Source: an optimization exercise on an open RTL-to-GDS flow (aim: small area and a short achievable clock period). Production flows keep margins and buffers that such runs may drop.
RTL that was checked went through simulation tests only; none was proved equivalent to the original.

==> flow/design.v <==
module calc(out, decimal, CLK, RST, CE, plus, sub, multi, equal);
output [14:0] out;
input  [9:0]  decimal;
input  CLK, RST, CE, plus, sub, multi, equal;
reg [14:0] B, R;
reg [2:0]  cnt;
reg [1:0]  ope;    
reg        P;      
reg [14:2] Xr;                      
reg fy1, fy2, fyn;                  
reg fk;                             
reg fci;                            
reg [3:0] ff;                       
wire [3:0] d = decimal[9] ? 4'd9 : decimal[8] ? 4'd8 : decimal[7] ? 4'd7 :
               decimal[6] ? 4'd6 : decimal[5] ? 4'd5 : decimal[4] ? 4'd4 :
               decimal[3] ? 4'd3 : decimal[2] ? 4'd2 : decimal[1] ? 4'd1 : 4'd0;
wire digit = (decimal != 10'd0) && (cnt != 3'd7);
wire o_non = (ope == 2'b00), o_add = (ope == 2'b10), o_sub = (ope == 2'b11), o_mul = (ope == 2'b01);
wire o_as  = ope[1];
wire bx4 = (d == 4'd3) | (d == 4'd4) | (d == 4'd5);
wire bx8 = (d >= 4'd6);
wire by1 = (d == 4'd1) | (d == 4'd3) | (d == 4'd5) | (d == 4'd7) | (d == 4'd9);
wire by2 = (d == 4'd2) | (d == 4'd6);
wire byn = (d == 4'd3) | (d == 4'd6) | (d == 4'd7);
wire [3:0] f = o_mul ? 4'd0 : o_sub ? 4'd9 - d : d;
always @(posedge CLK) begin
    Xr  <= {((o_as | (o_mul & bx8)) ? B[11:0] : 12'd0) ^ {12{o_as}} |
            ((o_mul & bx4) ? B[12:1] : 12'd0),
            (o_mul & bx4 & B[0]) | f[2] | f[3]};
    fy1 <= o_as | (o_mul & by1);
    fy2 <= o_mul & by2;
    fyn <= o_as | (o_mul & byn);
    ff  <= {f[3], 1'b0, f[1] | f[3], f[0]};
    fk  <= o_add;
    fci <= o_add | (o_mul & byn);
end
wire [14:0] W = {R[11:0], fk, fk, fk};
wire [14:0] V = {R[13:0], fk};
wire [14:0] X = {Xr, ff[1], ff[0]};
wire [14:0] Y = ((fy1 ? B : 15'd0) | (fy2 ? {B[13:0], 1'b0} : 15'd0)) ^ {15{fyn}};
wire [14:0] s1 = W ^ V ^ X;
wire [14:0] c1 = {(W[13:0] & V[13:0]) | (W[13:0] & X[13:0]) | (V[13:0] & X[13:0]), ff[3]};
wire [14:0] s2 = s1 ^ c1 ^ Y;
wire [14:0] c2 = {(s1[13:0] & c1[13:0]) | (s1[13:0] & Y[13:0]) | (c1[13:0] & Y[13:0]), ff[3]};
wire [14:0] S = s2 + c2 + {14'd0, fci};
wire [14:0] Reff = P ? S : R;
always @(posedge CLK or negedge RST)
    if (!RST) begin
        B <= 0; R <= 0; cnt <= 0; ope <= 0; P <= 0;
    end else begin
        P <= digit;
        if (digit) begin
            R <= Reff;
            cnt <= cnt + 3'd1;
        end else if (plus | sub | multi) begin
            B <= Reff;
            ope <= plus ? 2'b10 : sub ? 2'b11 : 2'b01;
            R <= (plus | sub) ? Reff : 15'd0;
            cnt <= 0;
        end else if (equal) begin
            if (!o_non) B <= Reff;
            ope <= 0;
            R <= 0;
            cnt <= 0;
        end else if (CE) begin
            R <= o_as ? B : 15'd0;
            cnt <= 0;
        end else
            R <= Reff;
    end
assign out = B;
endmodule
clock: 7.5 ns
lec_check: 0
cap_margin: 20
core_margin: 2
core_utilization: 55
setup_slack_margin: 3.9
slew_margin: 20
standard.sh (not shown) runs the stock make flow with config.mk's settings and CLKGATE_MAP_FILE= SYNTH_SCRIPT=/design/flow/synth_recipe.tcl, a recipe that flattens the netlist after the stock synthesis.
==> flow/flow/run.sh <==
#!/bin/bash
# Standard layout, but with plain buf_2 cells as the port buffers, and
# without Yosys's generic ABC pass before full adders are extracted.
set -euo pipefail
bash standard.sh "BUFFER_PORTS_ARGS=-buffer_cell sky130_fd_sc_hd__buf_2" "SYNTH_ARGS=-noabc" finish > orfs_flow.log 2>&1
Next try:
--- a/flow/design.v
+++ b/flow/design.v
@@ -6,12 +6,10 @@
 reg [2:0]  cnt;
 reg [1:0]  ope;    
 reg        P;      
 reg [14:2] Xr;                      
 reg fy1, fy2, fyn;                  
-reg fk;                             
-reg fci;                            
 reg [3:0] ff;                       
 wire [3:0] d = decimal[9] ? 4'd9 : decimal[8] ? 4'd8 : decimal[7] ? 4'd7 :
                decimal[6] ? 4'd6 : decimal[5] ? 4'd5 : decimal[4] ? 4'd4 :
                decimal[3] ? 4'd3 : decimal[2] ? 4'd2 : decimal[1] ? 4'd1 : 4'd0;
 wire digit = (decimal != 10'd0) && (cnt != 3'd7);
@@ -29,13 +27,13 @@
             (o_mul & bx4 & B[0]) | f[2] | f[3]};
     fy1 <= o_as | (o_mul & by1);
     fy2 <= o_mul & by2;
     fyn <= o_as | (o_mul & byn);
     ff  <= {f[3], 1'b0, f[1] | f[3], f[0]};
-    fk  <= o_add;
-    fci <= o_add | (o_mul & byn);
 end
+wire fk  = o_add;                   
+wire fci = o_add | (o_mul & fyn);   
 wire [14:0] W = {R[11:0], fk, fk, fk};
 wire [14:0] V = {R[13:0], fk};
 wire [14:0] X = {Xr, ff[1], ff[0]};
 wire [14:0] Y = ((fy1 ? B : 15'd0) | (fy2 ? {B[13:0], 1'b0} : 15'd0)) ^ {15{fyn}};
 wire [14:0] s1 = W ^ V ^ X;
The new run ran to the end with no violations.
Utilization fell by 2.4 points.
Final cell count rose by 4.5%.
Wire length rose by 3.7%.
Worst hold slack gets better by 0.0037 ns.
Final area rose by 0.64%.
Setup slack gets worse by 0.12 ns.
Non-clock buffer count rose by 6.
Clock skew stays flat.
Maximum frequency fell by 3.3%.
First-iteration DRC count fell by 32%.
Clock-buffer cell count fell by 6.
Synthesized area rose by 1.8%.
Function not checked in the first run of this note: the RTL went through the layout flow alone.

Setup of old:
// calc: RTL as listed in full above, without the edits since
==> flow/config.mk <==
export PLATFORM = sky130hd
export DESIGN_NAME = calc
export DESIGN_NICKNAME = calc
export VERILOG_FILES = /design/flow/design.v
export SDC_FILE = /design/flow/constraint.sdc
export NUM_CORES = 4
export LEC_CHECK = 0
export CAP_MARGIN = 20
export CORE_MARGIN = 2
export CORE_UTILIZATION = 55
export SETUP_SLACK_MARGIN = 3.9
export SLEW_MARGIN = 20
==> flow/constraint.sdc <==
create_clock -name core_clock -period 7.5 [get_ports {CLK}]
set_input_delay 1.5000 -clock core_clock [delete_from_list [all_inputs] [get_ports {CLK}]]
set_output_delay 1.5000 -clock core_clock [all_outputs]
set_load 0.01 [all_outputs]
==> flow/flow/run.sh <==
#!/bin/bash
# Standard layout, but with plain buf_2 cells as the port buffers.
set -euo pipefail
bash standard.sh "BUFFER_PORTS_ARGS=-buffer_cell sky130_fd_sc_hd__buf_2" finish > orfs_flow.log 2>&1
Relative to old, the following input files were edited for new:
--- a/flow/design.v
+++ b/flow/design.v
@@ -8,8 +8,6 @@
 reg        P;      
 reg [14:2] Xr;                      
 reg fy1, fy2, fyn;                  
-reg fk;                             
-reg fci;                            
 reg [3:0] ff;                       
 wire [3:0] d = decimal[9] ? 4'd9 : decimal[8] ? 4'd8 : decimal[7] ? 4'd7 :
                decimal[6] ? 4'd6 : decimal[5] ? 4'd5 : decimal[4] ? 4'd4 :
@@ -31,9 +29,9 @@
     fy2 <= o_mul & by2;
     fyn <= o_as | (o_mul & byn);
     ff  <= {f[3], 1'b0, f[1] | f[3], f[0]};
-    fk  <= o_add;
-    fci <= o_add | (o_mul & byn);
 end
+wire fk  = o_add;                   
+wire fci = o_add | (o_mul & fyn);   
 wire [14:0] W = {R[11:0], fk, fk, fk};
 wire [14:0] V = {R[13:0], fk};
 wire [14:0] X = {Xr, ff[1], ff[0]};
@@ -43,30 +41,31 @@
 wire [14:0] s2 = s1 ^ c1 ^ Y;
 wire [14:0] c2 = {(s1[13:0] & c1[13:0]) | (s1[13:0] & Y[13:0]) | (c1[13:0] & Y[13:0]), ff[3]};
 wire [14:0] S = s2 + c2 + {14'd0, fci};
-wire [14:0] Reff = P ? S : R;
+wire opk    = plus | sub | multi;
+wire useRe  = digit | plus | sub | ~(multi | equal | CE);    
+wire useB   = ~useRe & ~multi & ~equal & CE & o_as;           
+wire ldB    = ~digit & (opk | (equal & ~o_non));              
+wire rS = useRe & P, rR = useRe & ~P;
+wire bS = ldB & P,   bR = ldB & ~P;
+wire [14:0] Rnext = ({15{rS}} & S) | ({15{rR}} & R) | ({15{useB}} & B);
+wire [14:0] Bnext = ({15{bS}} & S) | ({15{bR}} & R) | ({15{~ldB}} & B);
 always @(posedge CLK or negedge RST)
     if (!RST) begin
         B <= 0; R <= 0; cnt <= 0; ope <= 0; P <= 0;
     end else begin
         P <= digit;
-        if (digit) begin
-            R <= Reff;
+        R <= Rnext;
+        B <= Bnext;
+        if (digit)
             cnt <= cnt + 3'd1;
-        end else if (plus | sub | multi) begin
-            B <= Reff;
-            ope <= plus ? 2'b10 : sub ? 2'b11 : 2'b01;
-            R <= (plus | sub) ? Reff : 15'd0;
+        else if (opk | equal | CE)
             cnt <= 0;
-        end else if (equal) begin
-            if (!o_non) B <= Reff;
-            ope <= 0;
-            R <= 0;
-            cnt <= 0;
-        end else if (CE) begin
-            R <= o_as ? B : 15'd0;
-            cnt <= 0;
-        end else
-            R <= Reff;
+        if (!digit) begin
+            if (opk)
+                ope <= plus ? 2'b10 : sub ? 2'b11 : 2'b01;
+            else if (equal)
+                ope <= 0;
+        end
     end
 assign out = B;
 endmodule
Findings:
Delta (new minus old): sequential cell area share -0.27 points, buffer share of cell area ~0 delta, clock-pin slew on the worst setup and hold paths +50 ps, die area +about 1.8%, sum of routed wire length over all layers +3.9%. Compared to old, new has highest clock frequency the design can meet 0.67% higher. On number of standard cells after synthesis, old and new are neck and neck. In new relative to old, global-route wire length before repair had gone up by a few percent. Diff old -> new: worst setup skew after layout shows no meaningful change, post-detailed-placement cell area went up by 63 µm², minimum clock period has decreased. Compare old and new | worst relative slew slack higher: new. When new is measured against old, its worst hold slack across all endpoints turns out 7.3 ps higher.
Function was not checked in any run of this note: the RTL went through the layout flow alone.

calc, a different RTL version from the one above (not shown whole).
For scale: about 41 flip-flops, roughly 32 I/O pins.
==> module calc, before the edit <==
module calc(out, decimal, CLK, RST, CE, plus, sub, multi, equal);
output [14:0] out;
input  [9:0]  decimal;
input  CLK, RST, CE, plus, sub, multi, equal;
reg [14:0] B, R;
reg [2:0]  cnt;
reg [1:0]  ope;    
reg        P;      
reg [4:0]  E;      
wire [3:0] d = decimal[9] ? 4'd9 : decimal[8] ? 4'd8 : decimal[7] ? 4'd7 :
               decimal[6] ? 4'd6 : decimal[5] ? 4'd5 : decimal[4] ? 4'd4 :
               decimal[3] ? 4'd3 : decimal[2] ? 4'd2 : decimal[1] ? 4'd1 : 4'd0;
wire digit = (decimal != 10'd0) && (cnt != 3'd7);
wire oper  = plus | sub | multi;
wire o_as = (ope == 2'd1) | (ope == 2'd2);
wire o_mul = (ope == 2'd3);
wire x4 = (d == 4'd3) | (d == 4'd4) | (d == 4'd5);
wire x8 = (d >= 4'd6);
wire y1 = (d == 4'd1) | (d == 4'd3) | (d == 4'd5) | (d == 4'd7) | (d == 4'd9);
wire y2 = (d == 4'd2) | (d == 4'd6);
wire yn = (d == 4'd3) | (d == 4'd6) | (d == 4'd7);
wire [4:0] K = (ope == 2'd1) ? 5'd9 + {1'b0, d} :
               (ope == 2'd2) ? 5'd9 - {1'b0, d} : {1'b0, d};
wire [4:0] Enext = o_mul ? {x8, x4, y2, y1, yn} : K;
wire m   = P & o_mul;
wire as  = P & o_as;
wire [14:0] B2 = {B[13:0], 1'b0};
wire [14:0] B4 = {B[12:0], 2'b0};
wire [14:0] B8 = {B[11:0], 3'b0};
wire [14:0] X = as ? {~B[11:0], 3'b000} :
                ((m & E[4]) ? B8 : 15'd0) | ((m & E[3]) ? B4 : 15'd0);
wire [14:0] Yp = ((m & E[1]) ? B : 15'd0) | ((m & E[2]) ? B2 : 15'd0);
wire [14:0] Y = as ? ~B : ((m & E[0]) ? ~Yp : Yp);
wire [4:0]  Z = !P ? 5'd0 : o_mul ? {4'd0, E[0]} : E;
wire [14:0] W = P ? {R[11:0], 3'b000} : R;
wire [14:0] V = P ? {R[13:0], 1'b0} : 15'd0;
wire [14:0] Reff = W + V + X + Y + {10'd0, Z};
always @(posedge CLK)
    E <= Enext;
always @(posedge CLK or negedge RST)
    if (!RST) begin
        B <= 0; R <= 0; cnt <= 0; ope <= 0; P <= 0;
    end else begin
        P <= digit;
        if (digit) begin
            R <= Reff;
            cnt <= cnt + 3'd1;
        end else if (oper) begin
            B <= Reff;
            ope <= plus ? 2'd1 : sub ? 2'd2 : 2'd3;
            R <= (plus | sub) ? Reff : 15'd0;
            cnt <= 0;
        end else if (equal) begin
            if (ope != 2'd0) B <= Reff;
            ope <= 0;
            R <= 0;
            cnt <= 0;
        end else if (CE) begin
            R <= o_as ? B : 15'd0;
            cnt <= 0;
        end else
            R <= Reff;
    end
assign out = B;
endmodule
export LEC_CHECK = 0
export CAP_MARGIN = 20
export CORE_MARGIN = 2
export CORE_UTILIZATION = 40
export SETUP_SLACK_MARGIN = 4
export SLEW_MARGIN = 20
create_clock -name core_clock -period 7.5 [get_ports {CLK}]
run.sh (not shown) runs the stock make flow with config.mk's settings and CLKGATE_MAP_FILE= SYNTH_SCRIPT=/design/flow/synth_recipe.tcl, a recipe that flattens the netlist after the stock synthesis.
Stock flow here: none of the scripts above is used.
Rerun with:
==> flow/design.v (replaced) <==
module calc(out, decimal, CLK, RST, CE, plus, sub, multi, equal);
output [14:0] out;
input  [9:0]  decimal;
input  CLK, RST, CE, plus, sub, multi, equal;
reg [14:0] B, R;
reg [2:0]  cnt;
reg [1:0]  ope;    
reg        P;      
reg [3:0]  D;      
wire [3:0] d = decimal[9] ? 4'd9 : decimal[8] ? 4'd8 : decimal[7] ? 4'd7 :
               decimal[6] ? 4'd6 : decimal[5] ? 4'd5 : decimal[4] ? 4'd4 :
               decimal[3] ? 4'd3 : decimal[2] ? 4'd2 : decimal[1] ? 4'd1 : 4'd0;
wire digit = (decimal != 10'd0) && (cnt != 3'd7);
wire oper  = plus | sub | multi;
wire o_add = P & (ope == 2'd1), o_sub = P & (ope == 2'd2), o_mul = P & (ope == 2'd3);
wire o_non = P & (ope == 2'd0);
wire o_as  = o_add | o_sub;
wire x4  = (D == 4'd3) | (D == 4'd4) | (D == 4'd5);
wire x8  = (D >= 4'd6);
wire y1  = (D == 4'd1) | (D == 4'd3) | (D == 4'd5) | (D == 4'd7) | (D == 4'd9);
wire y2  = (D == 4'd2) | (D == 4'd6);
wire yn  = (D == 4'd3) | (D == 4'd6) | (D == 4'd7);
wire [14:0] B2 = {B[13:0], 1'b0};
wire [14:0] B4 = {B[12:0], 2'b0};
wire [14:0] B8 = {B[11:0], 3'b0};
wire [14:0] X = o_as  ? ~B8 :
                o_mul ? ((x8 ? B8 : 15'd0) | (x4 ? B4 : 15'd0)) : 15'd0;
wire [14:0] Yp = (y1 ? B : 15'd0) | (y2 ? B2 : 15'd0);
wire [14:0] Y = o_as  ? ~B :
                o_mul ? (yn ? ~Yp : Yp) : 15'd0;
wire [14:0] Z = o_sub ? {11'h7ff, ~D} : (o_add | o_non) ? {11'd0, D} : 15'd0;
wire [2:0]  c = o_add ? 3'd2 : o_sub ? 3'd3 : (o_mul & yn) ? 3'd1 : 3'd0;
wire [14:0] W = P ? {R[11:0], c} : R;
wire [14:0] V = P ? {R[13:0], 1'b0} : 15'd0;
wire [14:0] Reff = W + V + X + Y + Z;
always @(posedge CLK)
    D <= d;
always @(posedge CLK or negedge RST)
    if (!RST) begin
        B <= 0; R <= 0; cnt <= 0; ope <= 0; P <= 0;
    end else begin
        P <= digit;
        if (digit) begin
            R <= Reff;
            cnt <= cnt + 3'd1;
        end else if (oper) begin
            B <= Reff;
            ope <= plus ? 2'd1 : sub ? 2'd2 : 2'd3;
            R <= (plus | sub) ? Reff : 15'd0;
            cnt <= 0;
        end else if (equal) begin
            if (ope != 2'd0) B <= Reff;
            ope <= 0;
            R <= 0;
            cnt <= 0;
        end else if (CE) begin
            R <= (ope == 2'd1 || ope == 2'd2) ? B : 15'd0;
            cnt <= 0;
        end else
            R <= Reff;
    end
assign out = B;
endmodule
Critical path depth drops by 1.
Clock skew drops by 3.8 ps.
Cell area climbs by 5.4%.
Worst setup slack is better by 48 ps.
Via count drops by about 0.8%.
Fmax climbs by about 1%.
Function was not checked in any run of this note: the RTL went through the layout flow alone.

## port drivers added, routing unchanged
The flow's constraints put no driver on any port. The routed layouts listed below were extracted and timed again, unchanged, in two steps.
Step 1 (the two cells are an assumption about what drives the block):
set clk [get_ports {CLK}]
set_driving_cell -lib_cell sky130_fd_sc_hd__clkbuf_16 $clk
set_driving_cell -lib_cell sky130_fd_sc_hd__buf_2 [delete_from_list [all_inputs] $clk]
Step 2, shift: input delay + t, output delay - t, t = (earliest + latest rising clock arrival at the registers) / 2. This alone moves slack from input paths to output paths.
Slacks: ideal / step 1 / step 2; pairs: ideal / step 1.
run	shift t [ns]	setup WS [ns]	worst hold slack (ns)	worst setup path after step 2	cell pins on the clock port's net
the first run of note 1	0.367	4.032 / 4.032 / 3.811	0.534 / 0.534 / 0.534	input to register	1
the second run of note 1	0.338	3.915 / 3.915 / 3.870	0.537 / 0.537 / 0.537	input to register	1
old	0.355	4.032 / 4.032 / 3.755	0.495 / 0.495 / 0.495	input to register	1
new	0.347	4.055 / 4.055 / 3.850	0.502 / 0.502 / 0.502	input to register	1
the first run of note 3	0.330	2.717 / 2.717 / 2.717	0.490 / 0.490 / 0.490	register to register	1
the second run of note 3	0.328	2.765 / 2.765 / 2.765	0.497 / 0.497 / 0.497	register to register	1
After both steps setup and hold are still met in every run listed. For old, which loses most, drivers alone change the setup slack by 0.000 ns; drivers and shift together by -0.277 ns.
